From an optimization exercise on the open Yosys and OpenROAD flow, aimed at small area; shortcuts taken in it are not production practice. Only simulation tests tie the RTL to the original design; equivalence was not proved. No driver is modelled on the clock port, so clocking that relies on it looks cheaper here than on a real chip.

## run 1
Design all_modules, start of the top module:
module all_modules
  (
  input TMBsig,
  input DTMBsig,
  input LAYERsig,
  input DTWHOLEsig,
  input RESET_INsig,
  input SIGM_INsig,
  input ID_INsig,
  input [1:0] XBAR_ADDRsig,
  input [5:0] AXsig,
  input [5:0] AYsig,
  input CEBsig,
  input RSTBsig,
  input WEBsig,
  input CMEBsig,
  input DINsig,
  input [63:0] CM_WLsig,
  input CD_TRANSsig,
  input [1:0] KERNEL_MODEsig,
  input [1:0] inputsig_control,
  input [11:0] inputsig_address,
  input [7:0] inputsig_id,
  input [63:0] inputsig_data_c,
  input [1:0] inputsig_xbar_address,
  input inputsig_data_w,
  input inputsig_flag,
  input [3:0] inputsig_sigmoid_threshold,
  input [1:0] inputsig_kernel_mode, 
  input inputsig_CD_trans,
  input CLK,
  input RESET,
  input [11:0] xb0_DO_CM, xb1_DO_CM, xb2_DO_CM, xb3_DO_CM,
  input xb0_DO_R, xb1_DO_R, xb2_DO_R, xb3_DO_R,
  output xb0_DIN, xb1_DIN, xb2_DIN, xb3_DIN,
  output [5:0] xb0_AX, xb1_AX, xb2_AX, xb3_AX,
  output [5:0] xb0_AY, xb1_AY, xb2_AY, xb3_AY,
  output xb0_WEB, xb1_WEB, xb2_WEB, xb3_WEB,
  output xb0_CMEB, xb1_CMEB, xb2_CMEB, xb3_CMEB,
  output [63:0] xb0_WL_CM, xb1_WL_CM, xb2_WL_CM, xb3_WL_CM,
  output xb0_CEB, xb1_CEB, xb2_CEB, xb3_CEB,
  output xb0_RSTB, xb1_RSTB, xb2_RSTB, xb3_RSTB,
  output reg [11:0] DO_CMpo,
  output reg DO_Rpo,
  output [7:0] output_id_2,
  output [63:0] output_data_c_2,
  output [1:0] output_control_2,
  output [11:0] output_address_2,
  output [1:0] output_xbar_address_2,
  output output_data_w_2,
  ...
export LEC_CHECK = 0
export CAP_MARGIN = 20
export CORE_MARGIN = 2
export CORE_UTILIZATION = 65
export PLACE_DENSITY = 0.75
export SLEW_MARGIN = 20
create_clock -name core_clock -period 10.0 [get_ports {CLK}]
standard.sh (not shown) runs the stock make flow with config.mk's settings and CLKGATE_MAP_FILE= SYNTH_SCRIPT=/design/flow/synth_recipe.tcl, a recipe that flattens the netlist after the stock synthesis.
==> flow/flow/run.sh <==
#!/bin/bash
# Layout flow: the standard flow (standard.sh), with two changes:
#  - the clock inverter that synthesis puts in front of the (falling-edge) registers is not
#    cloned next to every register; CTS buffers the inverted clock net instead
#  - ports are buffered with sky130_fd_sc_hd__buf_1
set -euo pipefail
HERE=$(pwd)
export PRE_CTS_TCL="$HERE/flow/pre_cts.tcl"
export BUFFER_PORTS_ARGS="${BUFFER_PORTS_ARGS_OVERRIDE:--buffer_cell sky130_fd_sc_hd__buf_1}"
export CTS_ARGS="-sink_clustering_enable -repair_clock_nets -sink_clustering_size 30 -sink_clustering_max_diameter 65 -dont_use_dummy_load"
bash standard.sh > "$HERE/standard_flow.log" 2>&1
==> flow/flow/pre_cts.tcl <==
# Keep the single clock inverter: CTS then builds the tree on the inverted clock net.
proc repair_clock_inverters {args} {
  puts "repair_clock_inverters: skipped by the version's flow"
}
Run 1: no failed stages, no open violations at the end
Input-level comparison between run 2 and run 1:
diff --git a/flow/flow/run.sh b/flow/flow/run.sh
--- a/flow/flow/run.sh
+++ b/flow/flow/run.sh
@@ -10 +10 @@
-export CTS_ARGS="-sink_clustering_enable -repair_clock_nets -sink_clustering_size 30 -sink_clustering_max_diameter 65 -dont_use_dummy_load"
+export CTS_ARGS="-sink_clustering_enable -repair_clock_nets -sink_clustering_size 10 -sink_clustering_max_diameter 40 -buf_list sky130_fd_sc_hd__clkbuf_4 -dont_use_dummy_load"
## What came out
STATUS run=run 2 STAGES=ALL_DONE FINAL_CHECKS=FAILED CAUSE=negative setup slack
Between run 1 and run 2, the flow reports total length of routed wires increasing slightly.
Run 2 ended up with a higher share of cell area taken by flip-flops and latches than run 1 did.
Run 2 ends up with a worst hold slack after final layout that is 20 ps lower than in run 1.
Comparing run 2 and run 1, the higher number of buffers added for setup after CTS is on run 2.
Cell with the largest stage delay on the worst path: sky130_fd_sc_hd__or4_1 -> run 1, sky130_fd_sc_hd__or4_4 -> run 2
Compared with run 1, run 2 shows a higher clock-buffer cell count.
As far as die width goes, run 2 and run 1 are indistinguishable; the numbers are identical.
